From an optimization exercise on the open Yosys and OpenROAD flow, aimed at small area, a short achievable clock period and few clock cycles; shortcuts taken in it are not production practice. At most, simulation tests tie the RTL to the original design; equivalence was not proved. Power figures rest on the tool's default switching activity, not on a simulated workload.

== north ==
==> flow/design.v (excerpt) <==
module cpu(clk, reset, in, out, mem_addr, mem_cmd, halt);
  input clk, reset;
  input [15:0] in;
  output [15:0] out;
  output [8:0] mem_addr;
  output [1:0] mem_cmd;
  output halt;
  reg [15:0] R0, R1, R2, R3, R4, R5, R6, R7;
  reg [12:0] ir;        
  reg        ir_v;      
  reg [8:0]  pce;       
  reg [8:0]  mar;       
  reg        hz;        
  reg        infl;      
  reg [8:0]  pcf;       
  reg        go;        
  reg        ldwb;      
  reg [2:0]  ld_rd;
  reg        halted;
  reg        fn, fv, fz;
  reg c_mov, c_movi, c_alu, c_cmp, c_ldr, c_str, c_b, c_bl, c_bx, c_hlt;
  reg c_wr;             
  reg [2:0] wa_r;
  reg [2:0] rbs;        
  function [15:0] rsel(input [2:0] s, input [15:0] a0, a1, a2, a3, a4, a5, a6, a7);
    case (s)
      3'd0: rsel = a0; 3'd1: rsel = a1; 3'd2: rsel = a2; 3'd3: rsel = a3;
      3'd4: rsel = a4; 3'd5: rsel = a5; 3'd6: rsel = a6; default: rsel = a7;
    endcase
  endfunction
  function [15:0] ksadd(input [15:0] a, input [15:0] b, input ci);
    reg [15:0] g, p, t;
    integer i, d;
    begin
      g = a & b; p = a ^ b; t = p;
      g[0] = g[0] | (p[0] & ci);
      for (d = 1; d < 16; d = d * 2)
        for (i = 15; i >= d; i = i - 1) begin
          g[i] = g[i] | (p[i] & g[i-d]);
          p[i] = p[i] & p[i-d];
        end
      ksadd = t ^ {g[14:0], ci};
    end
  endfunction
  wire exec = go & ir_v & ~ldwb & ~halted;
  wire hzst = exec & hz;                        
  wire run  = exec & ~hz;                       
  wire [15:0] ra = rsel(ir[10:8], R0, R1, R2, R3, R4, R5, R6, R7);
  wire [15:0] rb = rsel(rbs, R0, R1, R2, R3, R4, R5, R6, R7);
  reg [15:0] sb;
  always @* begin
    case (ir[4:3])
      2'b00: sb = rb;
      2'b01: sb = {rb[14:0], 1'b0};
  ...
export LEC_CHECK = 0
export CAP_MARGIN = 20
export CORE_MARGIN = 2
export CORE_UTILIZATION = 40
export SETUP_SLACK_MARGIN = 5
export SLEW_MARGIN = 20
create_clock -name core_clock -period 10.0 [get_ports {clk}]
run.sh (not shown) runs the stock make flow with config.mk's settings and CLKGATE_MAP_FILE= SYNTH_SCRIPT=/design/flow/synth_recipe.tcl, a recipe that flattens the netlist after the stock synthesis.
Testbench counts of north, summed over its fixed seeds: cycles 34,586.
#### Input delta (south over north)
Settings: SETUP_SLACK_MARGIN: 5 -> unset.
==> flow/flow/run.sh (new file) <==
#!/bin/bash
set -euo pipefail
bash standard.sh SETUP_SLACK_MARGIN=6.5 finish > standard_flow.log 2>&1
==> flow/standard.sh (new file) <==
#!/bin/bash
# synth_recipe.tcl (not shown) runs the flow's synth.tcl, then flattens the netlist and writes it again
# the make line also repeats each setting of config.mk as NAME=value (left out here)
make -C /OpenROAD-flow-scripts/flow DESIGN_CONFIG=/design/flow/config.mk WORK_HOME=/design/flow/orfs CLKGATE_MAP_FILE= SYNTH_SCRIPT=/design/flow/synth_recipe.tcl "${@:-finish}"
removed: flow/run.sh
[summary]
Looking at the reports, south completed the entire flow and the layout it produced met the timing, design-rule and antenna checks. In south, the length of routed met2 wiring came out about 15% above the value in north. south vs. north: area used by multi-input combinational logic went up by 910 um^2. south vs. north: design area went up by 18%.

---

Another version of the RTL of cpu (not shown whole).
Size: ~1200 cells after synthesis, about 210 flip-flops, roughly 13000 um2 of cells after synthesis.
export LEC_CHECK = 0
export CAP_MARGIN = 20
export CORE_MARGIN = 2
export CORE_UTILIZATION = 55
export CTS_BUF_LIST = sky130_fd_sc_hd__clkbuf_8
export SLEW_MARGIN = 20
create_clock -name core_clock -period 10.0 [get_ports {clk}]
standard.sh (not shown) runs the stock make flow with config.mk's settings and CLKGATE_MAP_FILE= SYNTH_SCRIPT=/design/flow/synth_recipe.tcl, a recipe that flattens the netlist after the stock synthesis.
==> flow/flow/run.sh <==
#!/bin/bash
set -euo pipefail
bash standard.sh SETUP_SLACK_MARGIN=6.0 "BUFFER_PORTS_ARGS=-buffer_cell sky130_fd_sc_hd__buf_4" finish > standard_flow.log 2>&1
Testbench counts at the start, summed over its fixed seeds: cycles 34,686.
Edit:
==> flow/flow/run.sh (replaced) <==
#!/bin/bash
set -euo pipefail
bash standard.sh SETUP_SLACK_MARGIN=5.5 "BUFFER_PORTS_ARGS=-buffer_cell sky130_fd_sc_hd__buf_4" "CTS_ARGS=-sink_clustering_enable -repair_clock_nets -buf_list sky130_fd_sc_hd__clkbuf_8 -dont_use_dummy_load" finish > standard_flow.log 2>&1
=> Final area came out lower by 12%; via count came out lower by 6.7%; global-route usage goes down by 1.9 points; worst setup slack degrades by 0.15 ns; die area is unchanged.
Edit:
==> flow/flow/run.sh (replaced) <==
#!/bin/bash
set -euo pipefail
bash standard.sh SETUP_SLACK_MARGIN=5.6 "BUFFER_PORTS_ARGS=-buffer_cell sky130_fd_sc_hd__buf_4" finish > standard_flow.log 2>&1
CORE_UTILIZATION = 48   (was 55)
Outcome: The changed run finished clean; non-clock buffer count came out higher by 3; die area came out higher by 14%; cell area came out higher by 2.6%; worst setup slack improved by 0.025 ns; first-iteration DRC count came out higher by about 8%; synthesized cell count is unchanged; flip-flop and latch count stays the same; sequential share of layout area came out lower by 1.1 points; sequential power barely changes.
Edit:
==> flow/flow/run.sh (replaced) <==
#!/bin/bash
set -euo pipefail
bash standard.sh SETUP_SLACK_MARGIN=5.7 "BUFFER_PORTS_ARGS=-buffer_cell sky130_fd_sc_hd__buf_4" "CTS_ARGS=-sink_clustering_enable -repair_clock_nets -buf_list sky130_fd_sc_hd__clkbuf_16 -dont_use_dummy_load -sink_clustering_size 25 -sink_clustering_max_diameter 100" finish > standard_flow.log 2>&1
CORE_UTILIZATION = 55   (was 48)
CTS_BUF_LIST = sky130_fd_sc_hd__clkbuf_16   (was sky130_fd_sc_hd__clkbuf_8)
The new run went through all stages and came out clean.
Clock power falls by 44%.
Power falls by 14%.
Cell area falls by 1.3%.

---

job 2047:
The RTL this note starts from:
==> flow/design.v <==
module cpu(clk, reset, in, out, mem_addr, mem_cmd, halt);
  input clk, reset;
  input [15:0] in;
  output [15:0] out;
  output [8:0] mem_addr;
  output [1:0] mem_cmd;
  output halt;
  reg [15:0] R0, R1, R2, R3, R4, R5, R6, R7;
  reg [12:0] ir;        
  reg        ir_v;      
  reg        xv;        
  reg        rn;        
  reg        hs;        
  reg        mi, md;    
  reg        r_ld, r_eq, r_ne, r_lt, r_le;   
  reg [8:0]  pce;       
  reg [8:0]  mar;       
  reg        hz;        
  reg        infl;      
  reg [8:0]  pcf;       
  reg        go;        
  reg        ldwb;      
  reg [2:0]  ld_rd;
  reg        halted;
  reg        fz, flt;   
  reg c_mov, c_movi, c_bl, c_bx, c_ldr, c_str, c_hlt, c_add, c_cmp, c_and, c_mvn;
  reg c_wr;             
  reg [2:0] wa_r;
  reg j_al, j_eq, j_ne, j_lt, j_le;    
  reg [7:0] asel, bsel;                
  function [15:0] rsel(input [2:0] s, input [15:0] a0, a1, a2, a3, a4, a5, a6, a7);
    case (s)
      3'd0: rsel = a0; 3'd1: rsel = a1; 3'd2: rsel = a2; 3'd3: rsel = a3;
      3'd4: rsel = a4; 3'd5: rsel = a5; 3'd6: rsel = a6; default: rsel = a7;
    endcase
  endfunction
  function [15:0] hsel(input [7:0] s, input [15:0] a0, a1, a2, a3, a4, a5, a6, a7);
    hsel = ({16{s[0]}} & a0) | ({16{s[1]}} & a1) | ({16{s[2]}} & a2) | ({16{s[3]}} & a3) |
           ({16{s[4]}} & a4) | ({16{s[5]}} & a5) | ({16{s[6]}} & a6) | ({16{s[7]}} & a7);
  endfunction
  function [7:0] dec8(input [2:0] n);
    dec8 = 8'b1 << n;
  endfunction
  wire run  = rn;                               
  wire hzst = hs;                               
  wire [8:0] mar_e = {mar[8:5] + {md, md, md, mi | md}, mar[4:0]};
  wire [15:0] ra = hsel(asel, R0, R1, R2, R3, R4, R5, R6, R7);
  wire [15:0] rb = hsel(bsel, R0, R1, R2, R3, R4, R5, R6, R7);
  reg [15:0] sb;
  always @* begin
    case (ir[4:3])
      2'b00: sb = rb;
      2'b01: sb = {rb[14:0], 1'b0};
      2'b10: sb = {1'b0, rb[15:1]};
      default: sb = {rb[15], rb[15:1]};
    endcase
  end
  wire        sub = c_cmp;
  wire [15:0] sum = ra + (sub ? ~sb : sb) + {15'b0, sub};
  reg  [15:0] other;    
  always @* begin
    if (ldwb) other = in;
    else if (c_movi) other = {{8{ir[7]}}, ir[7:0]};
    else if (c_bl) other = {8'b0, pce[7:0]};
    else if (c_mov) other = sb;
    else if (c_and) other = ra & sb;
    else other = ~sb;
  end
  wire [15:0] wd = (c_add & ~ldwb) ? sum : other;
  wire redirect = run & (j_al | (j_eq & fz) | (j_ne & ~fz) | (j_lt & flt) | (j_le & (flt | fz)));
  wire msel = r_ld | (r_eq & fz) | (r_ne & ~fz) | (r_lt & flt) | (r_le & (flt | fz));
  wire dmem  = run & (c_ldr | c_str);
  wire fetch = go & ~halted & ~dmem & ~(run & c_hlt);
  assign mem_addr = msel ? mar_e : (hzst ? pce : pcf);
  assign mem_cmd  = {fetch | (run & c_ldr), run & c_str};
  assign out      = rb;
  assign halt     = halted | (run & c_hlt);
  wire sthit = run & c_str & infl & (mar_e == pce);
  wire        we = ldwb ? go : (run & c_wr);
  wire [2:0]  wa = ldwb ? ld_rd : wa_r;
  always @(posedge clk) begin
    if (we & (wa == 3'd0)) R0 <= wd;
    if (we & (wa == 3'd1)) R1 <= wd;
    if (we & (wa == 3'd2)) R2 <= wd;
    if (we & (wa == 3'd3)) R3 <= wd;
    if (we & (wa == 3'd4)) R4 <= wd;
    if (we & (wa == 3'd5)) R5 <= wd;
    if (we & (wa == 3'd6)) R6 <= wd;
    if (we & (wa == 3'd7)) R7 <= wd;
  end
  wire [2:0] iop  = in[15:13];
  wire       d_mov = iop == 3'b110;
  wire       d_alu = iop == 3'b101;
  wire       d_ldr = iop == 3'b011;
  wire       d_str = iop == 3'b100;
  wire       d_b   = iop == 3'b001;
  wire       d_bl  = (iop == 3'b010) & in[12];
  wire       d_bx  = (iop == 3'b010) & ~in[12];
  wire [15:0] d_rv = rsel(in[10:8], R0, R1, R2, R3, R4, R5, R6, R7);
  wire [5:0] d_lo  = {1'b0, d_rv[4:0]} + {1'b0, in[4:0]};
  wire       d_jmp = d_b | d_bl;
  wire [8:0] d_mar = d_jmp ? pcf + {in[7], in[7:0]} : {d_rv[8:5], d_lo[4:0]};
  wire       d_mi  = ~d_jmp & d_lo[5] & ~in[4];
  wire       d_md  = ~d_jmp & ~d_lo[5] & in[4];
  wire       d_hz  = ((d_ldr | d_str) & xv & (c_wr | c_ldr) & (wa_r == in[10:8])) | d_bx;
  wire [2:0] d_rb  = (d_str | (iop == 3'b010)) ? in[7:5] : in[2:0];
  wire [8:0] e_mar = c_bx ? rb[8:0] : ra[8:0] + {{4{ir[4]}}, ir[4:0]};
  wire ir_ld = ~(ir_v & (ldwb | hzst));
  reg  ir_v_n, ldwb_n, halted_n;
  wire xv_n = go & ir_v_n & ~ldwb_n & ~halted_n;
  wire hz_n   = ir_ld ? d_hz : (hzst ? 1'b0 : hz);
  wire ldst_n = ir_ld ? (d_ldr | d_str) : (c_ldr | c_str);
  wire jal_n  = ir_ld ? ((d_b & (in[10:8] == 3'b000)) | d_bl | d_bx) : j_al;
  wire jeq_n  = ir_ld ? (d_b & (in[10:8] == 3'b001)) : j_eq;
  wire jne_n  = ir_ld ? (d_b & (in[10:8] == 3'b010)) : j_ne;
  wire jlt_n  = ir_ld ? (d_b & (in[10:8] == 3'b011)) : j_lt;
  wire jle_n  = ir_ld ? (d_b & (in[10:8] == 3'b100)) : j_le;
  always @* begin
    ir_v_n = ir_v; ldwb_n = 1'b0; halted_n = halted;
    if (go) begin
      if (ir_ld) ir_v_n = infl & ~redirect & ~sthit;
      ldwb_n = run & c_ldr;
      if (run & c_hlt) halted_n = 1'b1;
    end
  end
  always @(posedge clk) begin
    if (reset) begin
      go <= 1'b0; ir_v <= 1'b0; infl <= 1'b0; ldwb <= 1'b0; halted <= 1'b0; xv <= 1'b0;
      rn <= 1'b0; hs <= 1'b0; r_ld <= 1'b0; r_eq <= 1'b0; r_ne <= 1'b0; r_lt <= 1'b0; r_le <= 1'b0;
      pcf <= 9'd0;
    end else begin
      go <= 1'b1;
      ir_v <= ir_v_n; ldwb <= ldwb_n; halted <= halted_n;
      xv <= xv_n;
      rn <= xv_n & ~hz_n;
      hs <= xv_n & hz_n;
      r_ld <= xv_n & ~hz_n & (ldst_n | jal_n);
      r_eq <= xv_n & ~hz_n & jeq_n;
      r_ne <= xv_n & ~hz_n & jne_n;
      r_lt <= xv_n & ~hz_n & jlt_n;
      r_le <= xv_n & ~hz_n & jle_n;
      if (go) begin
        infl <= fetch;
        if (fetch) pcf <= mem_addr + 9'd1;
        else if (sthit) pcf <= pce;
      end
    end
  end
  always @(posedge clk) begin
    if (ir_ld) begin
      ir    <= in[12:0];
      pce   <= pcf;
      mar   <= d_mar;
      mi    <= d_mi;
      md    <= d_md;
      hz    <= d_hz;
      c_mov <= d_mov & ~in[12];
      c_movi <= d_mov & in[12];
      c_bl  <= d_bl;
      c_bx  <= d_bx;
      c_ldr <= d_ldr;
      c_str <= d_str;
      c_hlt <= iop == 3'b111;
      c_add <= d_alu & (in[12:11] == 2'b00);
      c_cmp <= d_alu & (in[12:11] == 2'b01);
      c_and <= d_alu & (in[12:11] == 2'b10);
      c_mvn <= d_alu & (in[12:11] == 2'b11);
      c_wr  <= d_mov | (d_alu & (in[12:11] != 2'b01)) | d_bl;
      wa_r  <= d_bl ? 3'd7 : (d_mov & in[12]) ? in[10:8] : in[7:5];
      j_al  <= (d_b & (in[10:8] == 3'b000)) | d_bl | d_bx;
      j_eq  <= d_b & (in[10:8] == 3'b001);
      j_ne  <= d_b & (in[10:8] == 3'b010);
      j_lt  <= d_b & (in[10:8] == 3'b011);
      j_le  <= d_b & (in[10:8] == 3'b100);
      asel  <= dec8(in[10:8]);
      bsel  <= dec8(d_rb);
    end else if (hzst) begin
      mar <= e_mar;
      mi  <= 1'b0;
      md  <= 1'b0;
      hz  <= 1'b0;
    end
    if (run & c_ldr) ld_rd <= ir[7:5];
    if (run & c_cmp) begin
      fz  <= (ra == sb);
      flt <= (ra[15] ^ sb[15]) ? ra[15] : sum[15];
    end
  end
endmodule
Settings: LEC_CHECK=0, CAP_MARGIN=20, CORE_MARGIN=2, CORE_UTILIZATION=40, SLEW_MARGIN=20; clock period 10.0 ns.
==> flow/flow/run.sh <==
#!/bin/bash
set -euo pipefail
bash standard.sh SETUP_SLACK_MARGIN=5.8 "BUFFER_PORTS_ARGS=-buffer_cell sky130_fd_sc_hd__buf_4" finish > standard_flow.log 2>&1
Job 2047: full flow OK, the timing, design-rule and antenna checks passed
Relative to job 2047, the following input files were edited for job 3666:
Settings: setting CTS_BUF_LIST to sky130_fd_sc_hd__clkbuf_8 for the first time.
==> flow/flow/run.sh <==
#!/bin/bash
set -euo pipefail
bash standard.sh SETUP_SLACK_MARGIN=5.6 "BUFFER_PORTS_ARGS=-buffer_cell sky130_fd_sc_hd__buf_4" finish > standard_flow.log 2>&1
Notes after the runs:
- Compared with job 2047, job 3666 ends up with a smaller final cell area.
- Hold slack: job 2047 vs job 3666, no meaningful difference
- Of job 3666 and job 2047, job 3666 shows the lower aggregate routed wire length, with job 2047 above it.
- Compared with job 2047, in job 3666 cell count shows a reduction of 14; area overhead of the layout relative to synthesis shows a reduction of 4.9 points.
## Diff of input files: job 4862 against job 3666
Settings: CTS_BUF_LIST: sky130_fd_sc_hd__clkbuf_8 -> unset.
==> flow/flow/run.sh <==
#!/bin/bash
set -euo pipefail
bash standard.sh SETUP_SLACK_MARGIN=6.0 "BUFFER_PORTS_ARGS=-buffer_cell sky130_fd_sc_hd__buf_4" finish > standard_flow.log 2>&1
Findings:
Per the comparison of job 4862 with job 3666, combinational power share shows an increase of 2.4 points, switching power as a share of total power shows a reduction of 1.7 points, combinational power shows an increase of 23%, worst hold slack shows a reduction of 0.0043 ns. Job 4862 went all the way through synthesis, placement and routing and the layout is clean on timing, DRC and antenna. Job 4862 vs. job 3666: worst setup slack climbed 0.19 ns; fraction of the core area covered by cells at the end of the flow rose by 4.3 points.
Function was not checked in any run of this note: the RTL went through the layout flow alone.

## re-timing with driven ports
How much do the figures lean on ideal ports? The routed layouts below were timed once more, with nothing changed but the port constraints.
Step 1: set_driving_cell puts a clkbuf_16 on clk and a buf_2 on each other input, an assumption about the parent block.
Step 2 adds t to the input delays and takes it off the output delays; t is the mean of the earliest and latest rising clock arrival at the registers after step 1. Input paths then give back, and output paths get back, about the clock's delay inside the block.
Slacks: no drivers / after step 1 / after step 2; pairs: no drivers / after step 1.
run	t, ns	setup slack, ns	worst data-port slew with drivers (ns)
north	0.502	5.002 / 4.989 / 4.505	0.06
south	0.512	4.941 / 4.947 / 4.435	0.06
the first run of note 2	0.586	5.796 / 5.762 / 5.448	0.19
the second run of note 2	0.562	5.651 / 5.621 / 5.082	0.05
the third run of note 2	0.583	5.676 / 5.632 / 5.222	0.06
the fourth run of note 2	0.518	5.795 / 5.749 / 5.318	0.06
job 2047	0.577	5.796 / 5.743 / 5.357	0.06
job 3666	0.600	5.655 / 5.607 / 5.166	0.04
job 4862	0.586	5.848 / 5.794 / 5.387	0.18
After both steps setup and hold are still met in every run listed. The setup slack of the second run of note 2, which loses most, moves by -0.030 ns with the drivers and by -0.569 ns with both steps.
